Background: an optimization exercise with open tools, aiming at small area, a short achievable clock period and few clock cycles. Do not read the settings as production practice.
In this exercise RTL edits were held to simulation tests only and were not proved equivalent to the original.

==> job 2968 <==
==> flow/design.v (excerpt) <==
module RV32ICM
#(parameter DATA_WIDTH = 32)
(input clk,
 input n_rst,
 output [DATA_WIDTH-1:0] o_imem_addr,
 input  [DATA_WIDTH-1:0] i_imem_rdata,
 output [DATA_WIDTH-1:0] o_dmem_addr,
 output [DATA_WIDTH-1:0] o_dmem_wdata,
 output [3:0] o_dmem_wstrb,
 input  [DATA_WIDTH-1:0] i_dmem_rdata
 );
clock: 12.0 ns
lec_check: 0
cap_margin: 20
core_margin: 2
core_utilization: 60
place_density: 0.75
slew_margin: 20
standard.sh (not shown) runs the stock make flow with config.mk's settings and CLKGATE_MAP_FILE= SYNTH_SCRIPT=/design/flow/synth_recipe.tcl, a recipe that flattens the netlist after the stock synthesis.
==> flow/flow/run.sh <==
#!/bin/bash
# The standard layout (the standard.sh: ORFS synthesis to finish), with
# timing repair asked to leave 7 ns of setup margin at the design's clock
# period, so that the repair sizes and buffers the critical paths further.
# The clock period, constraints and synthesis are unchanged.
export SETUP_SLACK_MARGIN=7
bash standard.sh > standard.log 2>&1
==> job 2446 (differences from job 2968) <==
--- a/flow/design.v
+++ b/flow/design.v
@@ -420,10 +420,11 @@
  wire [8:0] w_lowsum = {1'b0, s8[7:0]} + {1'b0, c8[7:0]} + {8'd0, r_cin};
  wire w_mul_neg = (i_funct3[1:0] != 2'b11) & r_X[31];
  wire [31:0] w_nb = w_mul_neg ? ~i_B : 32'd0;
  wire [31:0] w_ht = r_S[31:0] ^ r_C[31:0] ^ w_nb;
  wire [31:0] w_hc = {((r_S[30:0] & r_C[30:0]) | (r_S[30:0] & w_nb[30:0]) | (r_C[30:0] & w_nb[30:0])), r_cin};
+ wire [31:0] w_mhi = w_ht + w_hc + {31'd0, w_mul_neg};
  wire w_div_signed = ~i_funct3[0];
  wire [31:0] w_absA = (w_div_signed & i_A[31]) ? -i_A : i_A;
  wire [31:0] w_absB = (w_div_signed & i_B[31]) ? -i_B : i_B;
  wire [5:0] w_zr, w_zd;
  LZC32 lzr (.i_x(r_S[31:0]), .o_z(w_zr));
@@ -494,14 +495,12 @@
 		default: ;
 	endcase
  end
  wire [31:0] w_dval = i_funct3[1] ? r_S[31:0] : r_lo;
  wire w_dneg = w_div_signed & (i_funct3[1] ? i_A[31] : (i_A[31] ^ i_B[31]));
- wire [31:0] w_fa = i_funct3[2] ? (w_dval ^ {32{w_dneg}}) : w_ht;
- wire [31:0] w_fb = i_funct3[2] ? 32'd0 : w_hc;
- wire [31:0] w_fsum = w_fa + w_fb + {31'd0, i_funct3[2] ? w_dneg : w_mul_neg};
- assign o_result = (i_funct3 == 3'b000) ? r_lo : w_fsum;
+ wire [31:0] w_dres = w_dneg ? -w_dval : w_dval;
+ assign o_result = i_funct3[2] ? w_dres : ((i_funct3[1:0] == 2'b00) ? r_lo : w_mhi);
 endmodule
 module LZC32
 (input [31:0] i_x,
  output [5:0] o_z
  );
@@ -679,13 +678,13 @@
  Decompression_Unit Decomp (.i_low_inst(i_imem_rdata[15:0]),
                             .i_high_inst(i_imem_rdata[31:16]),
                             .o_inst(w_IF_inst),
                             .o_ctrl_is_C_inst(w_IF_isC));
  assign o_imem_addr = r_PC;
- wire [29:0] w_PC_inc = r_PC[31:2] + 30'd1;
- wire w_PC_carry = w_IF_isC ? r_PC[1] : 1'b1;
- wire [31:0] w_PC_seq = {w_PC_carry ? w_PC_inc : r_PC[31:2], r_PC[1] ^ w_IF_isC, r_PC[0]};
+ wire [31:0] w_PC2 = r_PC + 32'd2;
+ wire [31:0] w_PC4 = r_PC + 32'd4;
+ wire [31:0] w_PC_seq = w_IF_isC ? w_PC2 : w_PC4;
  wire [31:0] w_raw = i_imem_rdata;
  wire w_q1 = (w_raw[1:0] == 2'b01);
  wire w_jal32 = (w_raw[6:0] == 7'b1101111);
  wire w_br32 = (w_raw[6:0] == 7'b1100011) & (w_raw[14:13] != 2'b01) & w_raw[31];
  wire w_cj = w_q1 & (w_raw[14:13] == 2'b01);
--- a/flow/config.mk
+++ b/flow/config.mk
@@ -5,8 +5,8 @@
 export SDC_FILE = /design/flow/constraint.sdc
 export NUM_CORES = 4
 export LEC_CHECK = 0
 export CAP_MARGIN = 20
 export CORE_MARGIN = 2
-export CORE_UTILIZATION = 60
-export PLACE_DENSITY = 0.75
+export CORE_UTILIZATION = 40
+export PLACE_DENSITY = 0.6
 export SLEW_MARGIN = 20
==> job 393 (differences from job 2968) <==
--- a/flow/design.v
+++ b/flow/design.v
@@ -137,21 +137,27 @@
  input wire [DATA_WIDTH-1:0] i_WriteData,
  input wire i_ctrl_RegWrite,
  output reg [DATA_WIDTH-1:0] o_Read1,
  output reg [DATA_WIDTH-1:0] o_Read2
  );
-reg [DATA_WIDTH-1:0] memory [1:MEMORY_DEPTH-1];
-always@(*) begin
-	o_Read1 = (i_rs1 == 5'h0) ? {DATA_WIDTH{1'b0}} : memory[i_rs1];
-	o_Read2 = (i_rs2 == 5'h0) ? {DATA_WIDTH{1'b0}} : memory[i_rs2];
-end
-always@(posedge clk) begin
-	if (n_rst) begin
-		if(i_ctrl_RegWrite && i_rd != 5'h0) begin
-			memory[i_rd] <= i_WriteData;
+reg [DATA_WIDTH-1:0] r_x [1:MEMORY_DEPTH-1];
+genvar g;
+generate
+	for (g = 1; g < MEMORY_DEPTH; g = g + 1) begin : regs
+		always@(posedge clk) begin
+			if (n_rst && i_ctrl_RegWrite && i_rd == g) r_x[g] <= i_WriteData;
 		end
 	end
+endgenerate
+integer k;
+always@(*) begin
+	o_Read1 = {DATA_WIDTH{1'b0}};
+	o_Read2 = {DATA_WIDTH{1'b0}};
+	for (k = 1; k < MEMORY_DEPTH; k = k + 1) begin
+		o_Read1 = o_Read1 | ({DATA_WIDTH{i_rs1 == k}} & r_x[k]);
+		o_Read2 = o_Read2 | ({DATA_WIDTH{i_rs2 == k}} & r_x[k]);
+	end
 end
 endmodule
 module Decompression_Unit (input [15:0] i_low_inst,
 									input [15:0] i_high_inst,
                            output reg [31:0] o_inst,
@@ -375,10 +381,13 @@
  input i_start_mul,
  input i_start_div,
  input [2:0] i_funct3,
  input [31:0] i_A,
  input [31:0] i_B,
+ input i_pre_load,         
+ input [31:0] i_pre_A,
+ input [31:0] i_pre_B,
  output [31:0] o_result,
  output o_busy
  );
  localparam S_IDLE = 3'd0, S_MUL = 3'd1, S_DCLZ = 3'd2, S_DSHIFT = 3'd3, S_DITER = 3'd4, S_FIN = 3'd5;
  reg [2:0] r_state;
@@ -387,10 +396,11 @@
  reg [32:0] r_C;      
  reg r_cin;           
  reg [31:0] r_lo;     
  reg [31:0] r_D;      
  reg [31:0] r_X;      
+ reg r_pre;           
  assign o_busy = (i_start_mul | i_start_div) & (r_state != S_FIN);
  wire [40:0] w_X = {9'd0, r_X};
  wire [40:0] pp0 = r_D[0] ? w_X       : 41'd0;
  wire [40:0] pp1 = r_D[1] ? w_X << 1  : 41'd0;
  wire [40:0] pp2 = r_D[2] ? w_X << 2  : 41'd0;
@@ -415,10 +425,11 @@
  wire [40:0] c6 = ((s4 & c4) | (s4 & s5) | (c4 & s5)) << 1;
  wire [40:0] s7 = c5 ^ a1 ^ s6;
  wire [40:0] c7 = ((c5 & a1) | (c5 & s6) | (a1 & s6)) << 1;
  wire [40:0] s8 = s7 ^ c7 ^ c6;
  wire [40:0] c8 = ((s7 & c7) | (s7 & c6) | (c7 & c6)) << 1;
+ wire w_step = (r_state == S_MUL) | ((r_state == S_IDLE) & i_start_mul & r_pre);
  wire [8:0] w_lowsum = {1'b0, s8[7:0]} + {1'b0, c8[7:0]} + {8'd0, r_cin};
  wire w_mul_neg = (i_funct3[1:0] != 2'b11) & r_X[31];
  wire [31:0] w_nb = w_mul_neg ? ~i_B : 32'd0;
  wire [31:0] w_ht = r_S[31:0] ^ r_C[31:0] ^ w_nb;
  wire [31:0] w_hc = {((r_S[30:0] & r_C[30:0]) | (r_S[30:0] & w_nb[30:0]) | (r_C[30:0] & w_nb[30:0])), r_cin};
@@ -432,14 +443,16 @@
  wire [32:0] w_diff = {1'b0, r_S[31:0]} - {1'b0, r_D};
  always @(posedge clk or negedge n_rst) begin
 	if (!n_rst) begin
 		r_state <= S_IDLE;
 		r_cnt <= 5'd0;
+		r_pre <= 1'b0;
 	end else begin
+		if (!o_busy) r_pre <= i_pre_load;
 		case (r_state)
 			S_IDLE: begin
-				r_cnt <= 5'd0;
+				r_cnt <= {4'd0, r_pre};
 				if (i_start_mul) r_state <= S_MUL;
 				else if (i_start_div) r_state <= S_DCLZ;
 			end
 			S_MUL: begin
 				r_cnt <= r_cnt + 5'd1;
@@ -458,11 +471,23 @@
 			default: r_state <= S_IDLE;
 		endcase
 	end
  end
  always @(posedge clk) begin
-	case (r_state)
+	if (!o_busy && i_pre_load) begin
+		r_X <= i_pre_A;
+		r_D <= i_pre_B;
+		r_S <= 33'd0;
+		r_C <= 33'd0;
+		r_cin <= 1'b0;
+	end else if (w_step) begin
+		r_S <= s8[40:8];
+		r_C <= c8[40:8];
+		r_cin <= w_lowsum[8];
+		r_lo <= {w_lowsum[7:0], r_lo[31:8]};
+		r_D <= r_D >> 8;
+	end else case (r_state)
 		S_IDLE: begin
 			r_C <= 33'd0;
 			r_cin <= 1'b0;
 			if (i_start_mul) begin
 				r_X <= i_A;
@@ -471,17 +496,10 @@
 			end else begin
 				r_S <= {1'b0, w_absA};
 				r_D <= w_absB;
 			end
 		end
-		S_MUL: begin
-			r_S <= s8[40:8];
-			r_C <= c8[40:8];
-			r_cin <= w_lowsum[8];
-			r_lo <= {w_lowsum[7:0], r_lo[31:8]};
-			r_D <= r_D >> 8;
-		end
 		S_DCLZ: begin
 			r_lo <= w_zd[5] ? 32'hFFFFFFFF : 32'd0;
 		end
 		S_DSHIFT: begin
 			r_D <= r_D << r_cnt;
@@ -496,11 +514,12 @@
  end
  wire [31:0] w_dval = i_funct3[1] ? r_S[31:0] : r_lo;
  wire w_dneg = w_div_signed & (i_funct3[1] ? i_A[31] : (i_A[31] ^ i_B[31]));
  wire [31:0] w_fa = i_funct3[2] ? (w_dval ^ {32{w_dneg}}) : w_ht;
  wire [31:0] w_fb = i_funct3[2] ? 32'd0 : w_hc;
- wire [31:0] w_fsum = w_fa + w_fb + {31'd0, i_funct3[2] ? w_dneg : w_mul_neg};
+ wire [32:0] w_fsum1 = {w_fa, 1'b1} + {w_fb, i_funct3[2] ? w_dneg : w_mul_neg};
+ wire [31:0] w_fsum = w_fsum1[32:1];
  assign o_result = (i_funct3 == 3'b000) ? r_lo : w_fsum;
 endmodule
 module LZC32
 (input [31:0] i_x,
  output [5:0] o_z
@@ -552,14 +571,14 @@
  output [DATA_WIDTH-1:0] o_Sum,
  output o_EQ,
  output o_LT,
  output o_LTU
  );
- wire [DATA_WIDTH:0] w_sum = {1'b0, i_A} + {1'b0, i_B ^ {DATA_WIDTH{i_ctrl_Sub}}} + {{DATA_WIDTH{1'b0}}, i_ctrl_Sub};
- assign o_Sum = w_sum[DATA_WIDTH-1:0];
- assign o_LTU = ~w_sum[DATA_WIDTH];
- assign o_LT = (i_A[DATA_WIDTH-1] ^ i_B[DATA_WIDTH-1]) ? i_A[DATA_WIDTH-1] : w_sum[DATA_WIDTH-1];
+ wire [DATA_WIDTH+1:0] w_sum = {1'b0, i_A, 1'b1} + {1'b0, i_B ^ {DATA_WIDTH{i_ctrl_Sub}}, i_ctrl_Sub};
+ assign o_Sum = w_sum[DATA_WIDTH:1];
+ assign o_LTU = ~w_sum[DATA_WIDTH+1];
+ assign o_LT = (i_A[DATA_WIDTH-1] ^ i_B[DATA_WIDTH-1]) ? i_A[DATA_WIDTH-1] : w_sum[DATA_WIDTH];
  assign o_EQ = (i_A == i_B);
  wire w_left = (i_ctrl_ALU_Sel == 4'b0101);
  wire w_fill = (i_ctrl_ALU_Sel == 4'b0111) & i_A[DATA_WIDTH-1];
  reg [DATA_WIDTH-1:0] w_shin, w_shres;
  wire [DATA_WIDTH-1:0] w_shout;
@@ -786,10 +805,11 @@
  reg [3:0] r_EXMEM_wstrb;
  reg [2:0] r_EXMEM_f3;
  reg [4:0] r_EXMEM_rd;
  reg [31:0] r_EXMEM_result, r_EXMEM_sdata;
  wire w_IDEX_we_v = r_IDEX_valid & r_IDEX_we;
+ wire w_pre_load = w_Start_Mul & ~(w_IDEX_we_v & ((r_IDEX_rd == w_rs1) | (r_IDEX_rd == w_rs2)));
  assign w_id_stall = r_IFID_valid & r_IDEX_valid & r_IDEX_MemRead & r_IDEX_we &
                      ((w_use_rs1 & (r_IDEX_rd == w_rs1)) | (w_use_rs2 & (r_IDEX_rd == w_rs2)));
  always @(posedge clk or negedge n_rst) begin
 	if (!n_rst) r_IDEX_valid <= 1'b0;
 	else if (!w_busy) r_IDEX_valid <= r_IFID_valid & ~w_ex_redirect & ~w_id_stall;
@@ -823,10 +843,11 @@
  wire w_MD_Busy;
  MulDiv md1 (.clk(clk), .n_rst(n_rst),
              .i_start_mul(r_IDEX_valid & r_IDEX_Start_Mul),
              .i_start_div(r_IDEX_valid & r_IDEX_Start_Div),
              .i_funct3(r_IDEX_f3), .i_A(w_A), .i_B(w_B),
+             .i_pre_load(w_pre_load), .i_pre_A(w_r1), .i_pre_B(w_r2),
              .o_result(w_MD_Result), .o_busy(w_MD_Busy));
  assign w_busy = w_MD_Busy;
  wire [31:0] w_ALU_Result, w_Sum;
  wire w_EQ, w_LT, w_LTU;
  ALU alu1 (.i_ctrl_ALU_Sel(r_IDEX_ALU_Sel), .i_ctrl_Sub(r_IDEX_sub), .i_A(w_A), .i_B(w_opB),
--- a/flow/config.mk
+++ b/flow/config.mk
@@ -5,8 +5,10 @@
 export SDC_FILE = /design/flow/constraint.sdc
 export NUM_CORES = 4
 export LEC_CHECK = 0
 export CAP_MARGIN = 20
 export CORE_MARGIN = 2
-export CORE_UTILIZATION = 60
-export PLACE_DENSITY = 0.75
+export CORE_UTILIZATION = 45
+export CTS_CLUSTER_DIAMETER = 70
+export CTS_CLUSTER_SIZE = 30
+export PLACE_DENSITY = 0.6
 export SLEW_MARGIN = 20
==> job 9971 (differences from job 2968) <==
--- a/flow/design.v
+++ b/flow/design.v
@@ -137,21 +137,27 @@
  input wire [DATA_WIDTH-1:0] i_WriteData,
  input wire i_ctrl_RegWrite,
  output reg [DATA_WIDTH-1:0] o_Read1,
  output reg [DATA_WIDTH-1:0] o_Read2
  );
-reg [DATA_WIDTH-1:0] memory [1:MEMORY_DEPTH-1];
-always@(*) begin
-	o_Read1 = (i_rs1 == 5'h0) ? {DATA_WIDTH{1'b0}} : memory[i_rs1];
-	o_Read2 = (i_rs2 == 5'h0) ? {DATA_WIDTH{1'b0}} : memory[i_rs2];
-end
-always@(posedge clk) begin
-	if (n_rst) begin
-		if(i_ctrl_RegWrite && i_rd != 5'h0) begin
-			memory[i_rd] <= i_WriteData;
+reg [DATA_WIDTH-1:0] r_x [1:MEMORY_DEPTH-1];
+genvar g;
+generate
+	for (g = 1; g < MEMORY_DEPTH; g = g + 1) begin : regs
+		always@(posedge clk) begin
+			if (n_rst && i_ctrl_RegWrite && i_rd == g) r_x[g] <= i_WriteData;
 		end
 	end
+endgenerate
+integer k;
+always@(*) begin
+	o_Read1 = {DATA_WIDTH{1'b0}};
+	o_Read2 = {DATA_WIDTH{1'b0}};
+	for (k = 1; k < MEMORY_DEPTH; k = k + 1) begin
+		o_Read1 = o_Read1 | ({DATA_WIDTH{i_rs1 == k}} & r_x[k]);
+		o_Read2 = o_Read2 | ({DATA_WIDTH{i_rs2 == k}} & r_x[k]);
+	end
 end
 endmodule
 module Decompression_Unit (input [15:0] i_low_inst,
 									input [15:0] i_high_inst,
                            output reg [31:0] o_inst,
@@ -375,10 +381,13 @@
  input i_start_mul,
  input i_start_div,
  input [2:0] i_funct3,
  input [31:0] i_A,
  input [31:0] i_B,
+ input i_pre_load,         
+ input [31:0] i_pre_A,
+ input [31:0] i_pre_B,
  output [31:0] o_result,
  output o_busy
  );
  localparam S_IDLE = 3'd0, S_MUL = 3'd1, S_DCLZ = 3'd2, S_DSHIFT = 3'd3, S_DITER = 3'd4, S_FIN = 3'd5;
  reg [2:0] r_state;
@@ -387,10 +396,11 @@
  reg [32:0] r_C;      
  reg r_cin;           
  reg [31:0] r_lo;     
  reg [31:0] r_D;      
  reg [31:0] r_X;      
+ reg r_pre;           
  assign o_busy = (i_start_mul | i_start_div) & (r_state != S_FIN);
  wire [40:0] w_X = {9'd0, r_X};
  wire [40:0] pp0 = r_D[0] ? w_X       : 41'd0;
  wire [40:0] pp1 = r_D[1] ? w_X << 1  : 41'd0;
  wire [40:0] pp2 = r_D[2] ? w_X << 2  : 41'd0;
@@ -415,10 +425,11 @@
  wire [40:0] c6 = ((s4 & c4) | (s4 & s5) | (c4 & s5)) << 1;
  wire [40:0] s7 = c5 ^ a1 ^ s6;
  wire [40:0] c7 = ((c5 & a1) | (c5 & s6) | (a1 & s6)) << 1;
  wire [40:0] s8 = s7 ^ c7 ^ c6;
  wire [40:0] c8 = ((s7 & c7) | (s7 & c6) | (c7 & c6)) << 1;
+ wire w_step = (r_state == S_MUL) | ((r_state == S_IDLE) & i_start_mul & r_pre);
  wire [8:0] w_lowsum = {1'b0, s8[7:0]} + {1'b0, c8[7:0]} + {8'd0, r_cin};
  wire w_mul_neg = (i_funct3[1:0] != 2'b11) & r_X[31];
  wire [31:0] w_nb = w_mul_neg ? ~i_B : 32'd0;
  wire [31:0] w_ht = r_S[31:0] ^ r_C[31:0] ^ w_nb;
  wire [31:0] w_hc = {((r_S[30:0] & r_C[30:0]) | (r_S[30:0] & w_nb[30:0]) | (r_C[30:0] & w_nb[30:0])), r_cin};
@@ -432,14 +443,16 @@
  wire [32:0] w_diff = {1'b0, r_S[31:0]} - {1'b0, r_D};
  always @(posedge clk or negedge n_rst) begin
 	if (!n_rst) begin
 		r_state <= S_IDLE;
 		r_cnt <= 5'd0;
+		r_pre <= 1'b0;
 	end else begin
+		if (!o_busy) r_pre <= i_pre_load;
 		case (r_state)
 			S_IDLE: begin
-				r_cnt <= 5'd0;
+				r_cnt <= {4'd0, r_pre};
 				if (i_start_mul) r_state <= S_MUL;
 				else if (i_start_div) r_state <= S_DCLZ;
 			end
 			S_MUL: begin
 				r_cnt <= r_cnt + 5'd1;
@@ -458,11 +471,23 @@
 			default: r_state <= S_IDLE;
 		endcase
 	end
  end
  always @(posedge clk) begin
-	case (r_state)
+	if (!o_busy && i_pre_load) begin
+		r_X <= i_pre_A;
+		r_D <= i_pre_B;
+		r_S <= 33'd0;
+		r_C <= 33'd0;
+		r_cin <= 1'b0;
+	end else if (w_step) begin
+		r_S <= s8[40:8];
+		r_C <= c8[40:8];
+		r_cin <= w_lowsum[8];
+		r_lo <= {w_lowsum[7:0], r_lo[31:8]};
+		r_D <= r_D >> 8;
+	end else case (r_state)
 		S_IDLE: begin
 			r_C <= 33'd0;
 			r_cin <= 1'b0;
 			if (i_start_mul) begin
 				r_X <= i_A;
@@ -471,17 +496,10 @@
 			end else begin
 				r_S <= {1'b0, w_absA};
 				r_D <= w_absB;
 			end
 		end
-		S_MUL: begin
-			r_S <= s8[40:8];
-			r_C <= c8[40:8];
-			r_cin <= w_lowsum[8];
-			r_lo <= {w_lowsum[7:0], r_lo[31:8]};
-			r_D <= r_D >> 8;
-		end
 		S_DCLZ: begin
 			r_lo <= w_zd[5] ? 32'hFFFFFFFF : 32'd0;
 		end
 		S_DSHIFT: begin
 			r_D <= r_D << r_cnt;
@@ -496,11 +514,12 @@
  end
  wire [31:0] w_dval = i_funct3[1] ? r_S[31:0] : r_lo;
  wire w_dneg = w_div_signed & (i_funct3[1] ? i_A[31] : (i_A[31] ^ i_B[31]));
  wire [31:0] w_fa = i_funct3[2] ? (w_dval ^ {32{w_dneg}}) : w_ht;
  wire [31:0] w_fb = i_funct3[2] ? 32'd0 : w_hc;
- wire [31:0] w_fsum = w_fa + w_fb + {31'd0, i_funct3[2] ? w_dneg : w_mul_neg};
+ wire [32:0] w_fsum1 = {w_fa, 1'b1} + {w_fb, i_funct3[2] ? w_dneg : w_mul_neg};
+ wire [31:0] w_fsum = w_fsum1[32:1];
  assign o_result = (i_funct3 == 3'b000) ? r_lo : w_fsum;
 endmodule
 module LZC32
 (input [31:0] i_x,
  output [5:0] o_z
@@ -552,14 +571,14 @@
  output [DATA_WIDTH-1:0] o_Sum,
  output o_EQ,
  output o_LT,
  output o_LTU
  );
- wire [DATA_WIDTH:0] w_sum = {1'b0, i_A} + {1'b0, i_B ^ {DATA_WIDTH{i_ctrl_Sub}}} + {{DATA_WIDTH{1'b0}}, i_ctrl_Sub};
- assign o_Sum = w_sum[DATA_WIDTH-1:0];
- assign o_LTU = ~w_sum[DATA_WIDTH];
- assign o_LT = (i_A[DATA_WIDTH-1] ^ i_B[DATA_WIDTH-1]) ? i_A[DATA_WIDTH-1] : w_sum[DATA_WIDTH-1];
+ wire [DATA_WIDTH+1:0] w_sum = {1'b0, i_A, 1'b1} + {1'b0, i_B ^ {DATA_WIDTH{i_ctrl_Sub}}, i_ctrl_Sub};
+ assign o_Sum = w_sum[DATA_WIDTH:1];
+ assign o_LTU = ~w_sum[DATA_WIDTH+1];
+ assign o_LT = (i_A[DATA_WIDTH-1] ^ i_B[DATA_WIDTH-1]) ? i_A[DATA_WIDTH-1] : w_sum[DATA_WIDTH];
  assign o_EQ = (i_A == i_B);
  wire w_left = (i_ctrl_ALU_Sel == 4'b0101);
  wire w_fill = (i_ctrl_ALU_Sel == 4'b0111) & i_A[DATA_WIDTH-1];
  reg [DATA_WIDTH-1:0] w_shin, w_shres;
  wire [DATA_WIDTH-1:0] w_shout;
@@ -786,10 +805,11 @@
  reg [3:0] r_EXMEM_wstrb;
  reg [2:0] r_EXMEM_f3;
  reg [4:0] r_EXMEM_rd;
  reg [31:0] r_EXMEM_result, r_EXMEM_sdata;
  wire w_IDEX_we_v = r_IDEX_valid & r_IDEX_we;
+ wire w_pre_load = w_Start_Mul & ~(w_IDEX_we_v & ((r_IDEX_rd == w_rs1) | (r_IDEX_rd == w_rs2)));
  assign w_id_stall = r_IFID_valid & r_IDEX_valid & r_IDEX_MemRead & r_IDEX_we &
                      ((w_use_rs1 & (r_IDEX_rd == w_rs1)) | (w_use_rs2 & (r_IDEX_rd == w_rs2)));
  always @(posedge clk or negedge n_rst) begin
 	if (!n_rst) r_IDEX_valid <= 1'b0;
 	else if (!w_busy) r_IDEX_valid <= r_IFID_valid & ~w_ex_redirect & ~w_id_stall;
@@ -823,10 +843,11 @@
  wire w_MD_Busy;
  MulDiv md1 (.clk(clk), .n_rst(n_rst),
              .i_start_mul(r_IDEX_valid & r_IDEX_Start_Mul),
              .i_start_div(r_IDEX_valid & r_IDEX_Start_Div),
              .i_funct3(r_IDEX_f3), .i_A(w_A), .i_B(w_B),
+             .i_pre_load(w_pre_load), .i_pre_A(w_r1), .i_pre_B(w_r2),
              .o_result(w_MD_Result), .o_busy(w_MD_Busy));
  assign w_busy = w_MD_Busy;
  wire [31:0] w_ALU_Result, w_Sum;
  wire w_EQ, w_LT, w_LTU;
  ALU alu1 (.i_ctrl_ALU_Sel(r_IDEX_ALU_Sel), .i_ctrl_Sub(r_IDEX_sub), .i_A(w_A), .i_B(w_opB),
--- a/flow/config.mk
+++ b/flow/config.mk
@@ -5,8 +5,8 @@
 export SDC_FILE = /design/flow/constraint.sdc
 export NUM_CORES = 4
 export LEC_CHECK = 0
 export CAP_MARGIN = 20
 export CORE_MARGIN = 2
-export CORE_UTILIZATION = 60
-export PLACE_DENSITY = 0.75
+export CORE_UTILIZATION = 50
+export PLACE_DENSITY = 0.65
 export SLEW_MARGIN = 20
==> summary.txt <==
Sequential cell count of the final layout: job 2446 1465; job 2968 1465; job 9971 1461; job 393 1461
Global routing usage on met1: job 2446 41.3%; job 2968 59.4%; job 9971 59.2%; job 393 56.0%
Outcome: job 2446 finished clean; job 2968 finished clean; job 9971 finished clean; job 393 finished clean
Share of synthesized area occupied by flip-flops and latches: job 2446 45.0%; job 2968 45.4%; job 9971 46.2%; job 393 46.2%
Multi-input gates: job 2446 5508; job 2968 5411; job 9971 6193; job 393 6193
Number of synthesis warnings: job 2446 10; job 2968 10; job 9971 11; job 393 11
Unique masters post-synth: job 2446 101; job 2968 90; job 9971 106; job 393 106
Routed length on met1: job 2446 152000 µm; job 2968 129000 µm; job 9971 160000 µm; job 393 171000 µm
Launching element type of the critical path: job 2446 input port; job 2968 register; job 9971 register; job 393 input port
Total number of H-tree levels: job 2446 4; job 2968 4; job 9971 4; job 393 3
Clock latency at the later pin of the worst-skew pair: job 2446 0.86 ns; job 2968 0.86 ns; job 9971 0.90 ns; job 393 0.87 ns
Clock sinks: job 2446 1465; job 2968 1465; job 9971 1461; job 393 1461
Synthesized flop and latch total: job 2446 1465; job 2968 1465; job 9971 1461; job 393 1461
Layout clock buffer count: job 2446 205; job 2968 186; job 9971 182; job 393 106
Instance count on the critical path: job 2446 21; job 2968 14; job 9971 9; job 393 17
Met3 usage: job 2446 6.63%; job 2968 16.2%; job 9971 23.3%; job 393 15.8%
Post-Place Cell Area: job 2446 103000 µm²; job 2968 101000 µm²; job 9971 98900 µm²; job 393 99200 µm²
Area of the multi-input gates: job 2446 52900 µm²; job 2968 51700 µm²; job 9971 49800 µm²; job 393 49800 µm²
Testbench counts of job 2968, summed over its fixed seeds: cycles 34,891.
Testbench counts of job 2446, summed over its fixed seeds: cycles 34,891.
Testbench counts of job 393, summed over its fixed seeds: cycles 34,269.
Testbench counts of job 9971, summed over its fixed seeds: cycles 34,269.

## port drivers added, routing unchanged
How much do the figures lean on ideal ports? The routed layouts below were timed once more, with nothing changed but the port constraints.
Step 1 (the two cells are an assumption about what drives the block):
set clk [get_ports {clk}]
set_driving_cell -lib_cell sky130_fd_sc_hd__clkbuf_16 $clk
set_driving_cell -lib_cell sky130_fd_sc_hd__buf_2 [delete_from_list [all_inputs] $clk]
Step 2 times the ports against the registers' clock, not the clock port: input delays grow and output delays shrink by t, the midpoint of the rising clock arrivals with the driver on.
Slacks: ideal / step 1 / step 2; pairs: ideal / step 1.
run | t, ns | setup WS [ns] | latest minus earliest clock arrival (ns) | worst slew at a driven data input, ns
job 2968 | 0.910 | 6.591 / 6.591 / 6.012 | 0.088 / 0.089 | 0.06
job 2446 | 0.930 | 6.671 / 6.708 / 5.778 | 0.051 / 0.052 | 0.16
job 393 | 0.911 | 6.643 / 6.702 / 5.809 | 0.112 / 0.111 | 0.16
job 9971 | 0.951 | 6.626 / 6.626 / 5.721 | 0.091 / 0.091 | 0.39
After both steps every run listed still meets setup and hold. The setup slack of job 9971, which loses most, moves by 0.000 ns with the drivers and by -0.905 ns with both steps.
